Background: an optimization exercise with open tools, aiming at small area. Do not read the settings as production practice. Function was checked by simulation only, so behaviour that the tests miss may differ from the original. Power is estimated from default activity; no workload was simulated.

// tenthirty
module tenthirty(
    input clk,
    input rst_n,  
    input btn_m,  
    input btn_r,  
    output reg [7:0] seg7_sel,
    output reg [7:0] seg7,    
    output reg [7:0] seg7_l,  
    output reg [2:0] led  
);
For scale: roughly 470 cells after synthesis, ~52 flip-flops, roughly 31 I/O pins, roughly 3300 um^2 of cells after synthesis.
Settings: LEC_CHECK=0, ABC_AREA=1, CAP_MARGIN=0, CORE_MARGIN=2, CORE_UTILIZATION=65, CTS_BUF_LIST=sky130_fd_sc_hd__clkbuf_8, SLEW_MARGIN=0; clock period 10.0 ns.
standard.sh (not shown) runs the stock make flow with config.mk's settings and CLKGATE_MAP_FILE= SYNTH_SCRIPT=/design/flow/synth_recipe.tcl, a recipe that flattens the netlist after the stock synthesis.
==> flow/flow/run.sh <==
#!/bin/bash
# Own layout flow: the standard layout, with
#  - synthesis through flow/synth.tcl (the standard flow's synthesis script with an area
#    oriented ABC script, flow/abc.script, and no adder extraction), and
#  - sky130_fd_sc_hd__buf_1 as the port buffers.
set -euo pipefail
W=$(pwd)
export OWN_ABC_SCRIPT=$W/flow/abc.script
bash standard.sh synth "SYNTH_SCRIPT=$W/flow/synth.tcl" > $W/own_synth.log 2>&1
bash standard.sh finish "BUFFER_PORTS_ARGS=-buffer_cell sky130_fd_sc_hd__buf_1" > $W/own_layout.log 2>&1
==> flow/flow/abc.script <==
strash
&get -n
&deepsyn -T 60
&put
dch -f
amap
topo
==> flow/flow/synth.tcl <==
# The standard flow's synthesis script (synth_recipe.tcl), with the combinational logic
# mapped for area by flow/abc.script and without ORFS's adder extraction.
proc synth {args} { yosys synth -nofsm -noshare {*}$args }
proc abc {args} {
  set i [lsearch -exact $args -script]
  if {$i >= 0} { lset args [expr {$i + 1}] $::env(OWN_ABC_SCRIPT) }
  yosys abc {*}$args
}
set ::env(ADDER_MAP_FILE) ""
source $::env(SCRIPTS_DIR)/synth.tcl
# left out here: clear keep_hierarchy, flatten, clean up, hide names made inside functions, write 1_2_yosys.v
Edit:
--- a/flow/flow/run.sh
+++ b/flow/flow/run.sh
@@ -8,3 +8,3 @@
 export OWN_ABC_SCRIPT=$W/flow/abc.script
 bash standard.sh synth "SYNTH_SCRIPT=$W/flow/synth.tcl" > $W/own_synth.log 2>&1
-bash standard.sh finish "BUFFER_PORTS_ARGS=-buffer_cell sky130_fd_sc_hd__buf_1" > $W/own_layout.log 2>&1
+bash standard.sh finish "BUFFER_PORTS_ARGS=-buffer_cell sky130_fd_sc_hd__buf_1" "CTS_ARGS=-sink_clustering_enable -repair_clock_nets -buf_list sky130_fd_sc_hd__clkbuf_8 -dont_use_dummy_load" > $W/own_layout.log 2>&1
- GPL_TIMING_DRIVEN: unset -> 0
What happened: The changed run completed with no timing, DRC or antenna violations. Global-route usage goes down by 0.96 points. Count of clock-buffer cells in the layout does not change. Clock power goes down by a quarter to a third.
Edit:
--- a/flow/flow/run.sh
+++ b/flow/flow/run.sh
@@ -8,3 +8,3 @@
 export OWN_ABC_SCRIPT=$W/flow/abc.script
 bash standard.sh synth "SYNTH_SCRIPT=$W/flow/synth.tcl" > $W/own_synth.log 2>&1
-bash standard.sh finish "BUFFER_PORTS_ARGS=-buffer_cell sky130_fd_sc_hd__buf_1" "CTS_ARGS=-sink_clustering_enable -repair_clock_nets -buf_list sky130_fd_sc_hd__clkbuf_8 -dont_use_dummy_load" > $W/own_layout.log 2>&1
+bash standard.sh finish "BUFFER_PORTS_ARGS=-buffer_cell sky130_fd_sc_hd__buf_1" > $W/own_layout.log 2>&1
- CAP_MARGIN: 0 -> 20
- GPL_TIMING_DRIVEN: 0 -> unset
- SLEW_MARGIN: 0 -> 20
Global-route usage went up by 0.96 points.
Via count is higher by 4.5%.
Total power went up by 10%.
Setup slack gains 0.24 ns.
Routed wire length came out higher by 3.6%.
Critical path depth climbs by 2.
Sequential power hardly moves.
Die area does not change.


run A:
tenthirty, a different RTL version from the one above (not shown whole).
Size in the first run: ~460 cells after synthesis, about 3300 um^2 of cells after synthesis.
==> flow/config.mk <==
export PLATFORM = sky130hd
export DESIGN_NAME = tenthirty
export DESIGN_NICKNAME = tenthirty
export VERILOG_FILES = /design/flow/design.v
export SDC_FILE = /design/flow/constraint.sdc
export NUM_CORES = 4
export LEC_CHECK = 0
export ABC_AREA = 1
export CAP_MARGIN = 0
export CORE_MARGIN = 2
export CORE_UTILIZATION = 65
export CTS_BUF_LIST = sky130_fd_sc_hd__clkbuf_8
export GPL_TIMING_DRIVEN = 0
export SLEW_MARGIN = 0
==> flow/constraint.sdc <==
create_clock -name core_clock -period 10.0 [get_ports {clk}]
set_input_delay 2.0000 -clock core_clock [delete_from_list [all_inputs] [get_ports {clk}]]
set_output_delay 2.0000 -clock core_clock [all_outputs]
set_load 0.01 [all_outputs]
==> flow/flow/run.sh <==
#!/bin/bash
# Own layout flow: the standard layout, with
#  - synthesis through flow/synth.tcl: the standard flow's synthesis script, with ABC
#    run as flow/abc.script (area oriented) on eight seeds, keeping the
#    smallest netlist, and no adder extraction;
#  - sky130_fd_sc_hd__buf_1 as the port buffers;
#  - clock tree of sky130_fd_sc_hd__clkbuf_8 without dummy loads.
# Each tool's output goes to own_synth.log / own_layout.log here and to
# ORFS's own logs under orfs/logs.
set -euo pipefail
W=$(pwd)
export OWN_ABC_SCRIPT=$W/flow/abc.script
export OWN_ABC_SEEDS="0 1 2 3 4 5 6 7"
export OWN_ABC_DIR=$W/own_abc
mkdir -p $OWN_ABC_DIR
bash standard.sh synth "SYNTH_SCRIPT=$W/flow/synth.tcl" > $W/own_synth.log 2>&1
bash standard.sh finish "BUFFER_PORTS_ARGS=-buffer_cell sky130_fd_sc_hd__buf_1" "CTS_ARGS=-sink_clustering_enable -sink_clustering_size 6 -sink_clustering_max_diameter 40 -repair_clock_nets -buf_list sky130_fd_sc_hd__clkbuf_4 -root_buf sky130_fd_sc_hd__clkbuf_8 -dont_use_dummy_load" > $W/own_layout.log 2>&1
==> flow/flow/abc.script <==
strash
&get -n
&deepsyn -T 25 -S @SEED@
&put
dch -f
amap
topo
Other scripts of this flow, unchanged in this note and not shown: flow/flow/synth.tcl
### run A -> run B
==> flow/flow/run.sh <==
#!/bin/bash
# Own layout flow: the standard layout, with
#  - synthesis through flow/synth.tcl: the standard flow's synthesis script, with ABC
#    run as flow/abc.script (area oriented) on four seeds, keeping the
#    smallest netlist, and no adder extraction;
#  - sky130_fd_sc_hd__buf_1 as the port buffers;
#  - clock tree of sky130_fd_sc_hd__clkbuf_8 without dummy loads.
# Each tool's output goes to own_synth.log / own_layout.log here and to
# ORFS's own logs under orfs/logs.
set -euo pipefail
W=$(pwd)
export OWN_ABC_SCRIPT=$W/flow/abc.script
export OWN_ABC_SEEDS="0 1 2 3"
export OWN_ABC_DIR=$W/own_abc
mkdir -p $OWN_ABC_DIR
bash standard.sh synth "SYNTH_SCRIPT=$W/flow/synth.tcl" > $W/own_synth.log 2>&1
bash standard.sh finish "BUFFER_PORTS_ARGS=-buffer_cell sky130_fd_sc_hd__buf_1" "CTS_ARGS=-sink_clustering_enable -repair_clock_nets -buf_list sky130_fd_sc_hd__clkbuf_8 -dont_use_dummy_load" > $W/own_layout.log 2>&1
==> flow/flow/abc.script <==
strash
&get -n
&deepsyn -T 45 -S @SEED@
&put
dch -f
amap
topo
### Flow results
| critical-path maximum fanout | run B vs run A | 2 higher |
Run B -> run A: synthesized netlist net count flat
Length in cells of the worst reg-to-reg path (run B vs. run A) increases by a few percent
Against run A, run B comes in 0.70% higher on die area.
Run B gives less fraction of area in registers than run A did.
[compare] base=run A new=run B: finished layout cell area increased by 24 um^2 relative to the old numbers; mean area per synthesized cell saw an increase.
Relative to run A, portion of total power attributed to the clock network increased by 11 points in run B.
What run C does differently from run B at the input level:
diff --git a/flow/flow/run.sh b/flow/flow/run.sh
--- a/flow/flow/run.sh
+++ b/flow/flow/run.sh
@@ -3,3 +3,3 @@
 #  - synthesis through flow/synth.tcl: the standard flow's synthesis script, with ABC
-#    run as flow/abc.script (area oriented) on four seeds, keeping the
+#    run as flow/abc.script (area oriented) on eight seeds, keeping the
 #    smallest netlist, and no adder extraction;
@@ -12,3 +12,3 @@
 export OWN_ABC_SCRIPT=$W/flow/abc.script
-export OWN_ABC_SEEDS="0 1 2 3"
+export OWN_ABC_SEEDS="0 1 2 3 4 5 6 7"
 export OWN_ABC_DIR=$W/own_abc
==> flow/flow/abc.script <==
strash
&get -n
&deepsyn -T 25 -S @SEED@
&put
dch -f
amap
topo
--- outcome ---
Per the final summary, run C finished and its layout is clean on timing, DRC and antenna.
Summary of run C over run B: design area lost 24 um^2, net switching power picked up an extra about 120%, die extent in x lost 0.35%.
Between run C and run B, it is run C whose overall power is higher, by 0.14 mW.
Run C vs run B — cell count along the critical path dropped by a few percent
DRC marker count from the first detailed-route iteration in run C vs run B: down 45
| internal power component | run C vs run B | worse |
Here is what was changed in the inputs of run D compared with run C.
diff --git a/flow/flow/run.sh b/flow/flow/run.sh
--- a/flow/flow/run.sh
+++ b/flow/flow/run.sh
@@ -3,3 +3,3 @@
 #  - synthesis through flow/synth.tcl: the standard flow's synthesis script, with ABC
-#    run as flow/abc.script (area oriented) on eight seeds, keeping the
+#    run as flow/abc.script (area oriented) on twelve seeds, keeping the
 #    smallest netlist, and no adder extraction;
@@ -12,3 +12,3 @@
 export OWN_ABC_SCRIPT=$W/flow/abc.script
-export OWN_ABC_SEEDS="0 1 2 3 4 5 6 7"
+export OWN_ABC_SEEDS="0 1 2 3 4 5 6 7 8 9 10 11"
 export OWN_ABC_DIR=$W/own_abc
## What came out
The cell count on run C is in line with that on run D.
Run D vs. run C: power after layout fell by about 5.6%; routed wire length fell by about 1.9%; relative slew slack rose by 19 points.
The sequential share of layout area on run D is in line with that on run C.
Sort run D and run C by placed wire-length estimate, descending, and run C comes first.


Another version of the RTL of tenthirty (not shown whole).
For scale: roughly 530 cells after synthesis, ~55 flip-flops, about 31 I/O pins, ~3600 sq um of cells after synthesis.
==> flow/config.mk <==
export PLATFORM = sky130hd
export DESIGN_NAME = tenthirty
export DESIGN_NICKNAME = tenthirty
export VERILOG_FILES = /design/flow/design.v
export SDC_FILE = /design/flow/constraint.sdc
export NUM_CORES = 4
export LEC_CHECK = 0
export ABC_AREA = 1
export CAP_MARGIN = 20
export CORE_MARGIN = 2
export CORE_UTILIZATION = 40
export CTS_BUF_LIST = sky130_fd_sc_hd__clkbuf_8
export CTS_CLUSTER_DIAMETER = 20
export CTS_CLUSTER_SIZE = 8
export SLEW_MARGIN = 20
==> flow/constraint.sdc <==
create_clock -name core_clock -period 10.0 [get_ports {clk}]
set_input_delay 2.0000 -clock core_clock [delete_from_list [all_inputs] [get_ports {clk}]]
set_output_delay 2.0000 -clock core_clock [all_outputs]
set_load 0.01 [all_outputs]
==> flow/flow/run.sh <==
#!/bin/bash
# Own layout flow: the standard layout, with
#  - synthesis through flow/synth.tcl (the standard flow's synthesis script with an area
#    oriented ABC script, flow/abc.script, and no adder extraction), and
#  - sky130_fd_sc_hd__buf_1 as the port buffers.
set -euo pipefail
W=$(pwd)
export OWN_ABC_SCRIPT=$W/flow/abc.script
bash standard.sh synth "SYNTH_SCRIPT=$W/flow/synth.tcl" > $W/own_synth.log 2>&1
bash standard.sh finish "BUFFER_PORTS_ARGS=-buffer_cell sky130_fd_sc_hd__buf_1" > $W/own_layout.log 2>&1
==> flow/flow/abc.script <==
strash
balance -l; resub -K 6 -l; rewrite -l; resub -K 6 -N 2 -l; refactor -l; resub -K 8 -l; balance -l; resub -K 8 -N 2 -l; rewrite -l; resub -K 10 -l; rewrite -z -l; resub -K 10 -N 2 -l; balance -l; resub -K 12 -l; refactor -z -l; resub -K 12 -N 2 -l; rewrite -z -l; balance -l
dch -f
amap
topo
Scripts as last shown in full above: flow/flow/synth.tcl
The first run went through all stages and came out clean.
==> next run, changes <==
==> flow/flow/abc.script (replaced) <==
strash
&get -n
&deepsyn -T 60
&put
dch -f
amap
topo
Settings changed: CORE_UTILIZATION 40 to 65, CTS_CLUSTER_DIAMETER 20 to not set, CTS_CLUSTER_SIZE 8 to not set.
The changed run passed the timing, design-rule and antenna checks.
Final area goes down by 6.1%.
First-iteration DRC count rises by 77%.
Area after synthesis falls by 5.4%.
Fmax is about the same.
Non-clock buffer count went up by 1.
Sequential cell count does not change.
Setup slack degrades by 0.0058 ns.
Global-route usage increases by 11 points.
Clock power stays flat.
Total power grows by 25%.


Starting RTL as in the previous note.
==> flow/config.mk <==
export PLATFORM = sky130hd
export DESIGN_NAME = tenthirty
export DESIGN_NICKNAME = tenthirty
export VERILOG_FILES = /design/flow/design.v
export SDC_FILE = /design/flow/constraint.sdc
export NUM_CORES = 4
export LEC_CHECK = 0
export ABC_AREA = 1
export CAP_MARGIN = 20
export CORE_MARGIN = 2
export CORE_UTILIZATION = 65
export CTS_BUF_LIST = sky130_fd_sc_hd__clkbuf_8
export SLEW_MARGIN = 20
==> flow/constraint.sdc <==
create_clock -name core_clock -period 10.0 [get_ports {clk}]
set_input_delay 2.0000 -clock core_clock [delete_from_list [all_inputs] [get_ports {clk}]]
set_output_delay 2.0000 -clock core_clock [all_outputs]
set_load 0.01 [all_outputs]
==> flow/flow/abc.script <==
strash
balance -l; resub -K 6 -l; rewrite -l; resub -K 6 -N 2 -l; refactor -l; resub -K 8 -l; balance -l; resub -K 8 -N 2 -l; rewrite -l; resub -K 10 -l; rewrite -z -l; resub -K 10 -N 2 -l; balance -l; resub -K 12 -l; refactor -z -l; resub -K 12 -N 2 -l; rewrite -z -l; balance -l
dch -f
amap
topo
Scripts as last shown in full above: flow/flow/run.sh, flow/flow/synth.tcl
The first run completed with no timing, DRC or antenna violations.
Edit:
- CORE_UTILIZATION: 65 -> 40
- CTS_CLUSTER_SIZE: default -> 8
After rerunning: Power came out lower by 3.4%; worst setup slack improves by 0.14 ns; sequential power is about the same; wire length came out higher by 3.9%.

## port drivers added, routing unchanged
How much do the figures lean on ideal ports? The routed layouts below were timed once more, with nothing changed but the port constraints.
Step 1: set_driving_cell puts a clkbuf_16 on clk and a buf_2 on each other input, an assumption about the parent block.
Step 2 also shifts input and output timing later by t, the mid clock arrival at the registers, as if the neighbouring blocks saw the same clock.
Three values: ideal, step 1, step 2; two values: the first two.
run | shift t [ns] | slack for setup (ns) | clock arrival spread, ns
the first run of note 1 | 0.338 | 3.841 / 3.841 / 3.841 | 0.006 / 0.006
the second run of note 1 | 0.323 | 3.602 / 3.602 / 3.602 | 0.015 / 0.015
the third run of note 1 | 0.338 | 3.841 / 3.841 / 3.841 | 0.006 / 0.006
run A | 0.327 | 3.526 / 3.526 / 3.526 | 0.020 / 0.020
run B | 0.330 | 3.011 / 3.011 / 3.011 | 0.032 / 0.033
run C | 0.327 | 3.526 / 3.526 / 3.526 | 0.020 / 0.020
run D | 0.333 | 3.630 / 3.630 / 3.630 | 0.014 / 0.015
the first run of note 3 | 0.340 | 3.769 / 3.769 / 3.769 | 0.006 / 0.005
the second run of note 3 | 0.347 | 3.764 / 3.764 / 3.764 | 0.013 / 0.013
the first run of note 4 | 0.329 | 3.626 / 3.626 / 3.626 | 0.011 / 0.010
the second run of note 4 | 0.340 | 3.769 / 3.769 / 3.769 | 0.006 / 0.005
After both steps every run listed still meets setup and hold.
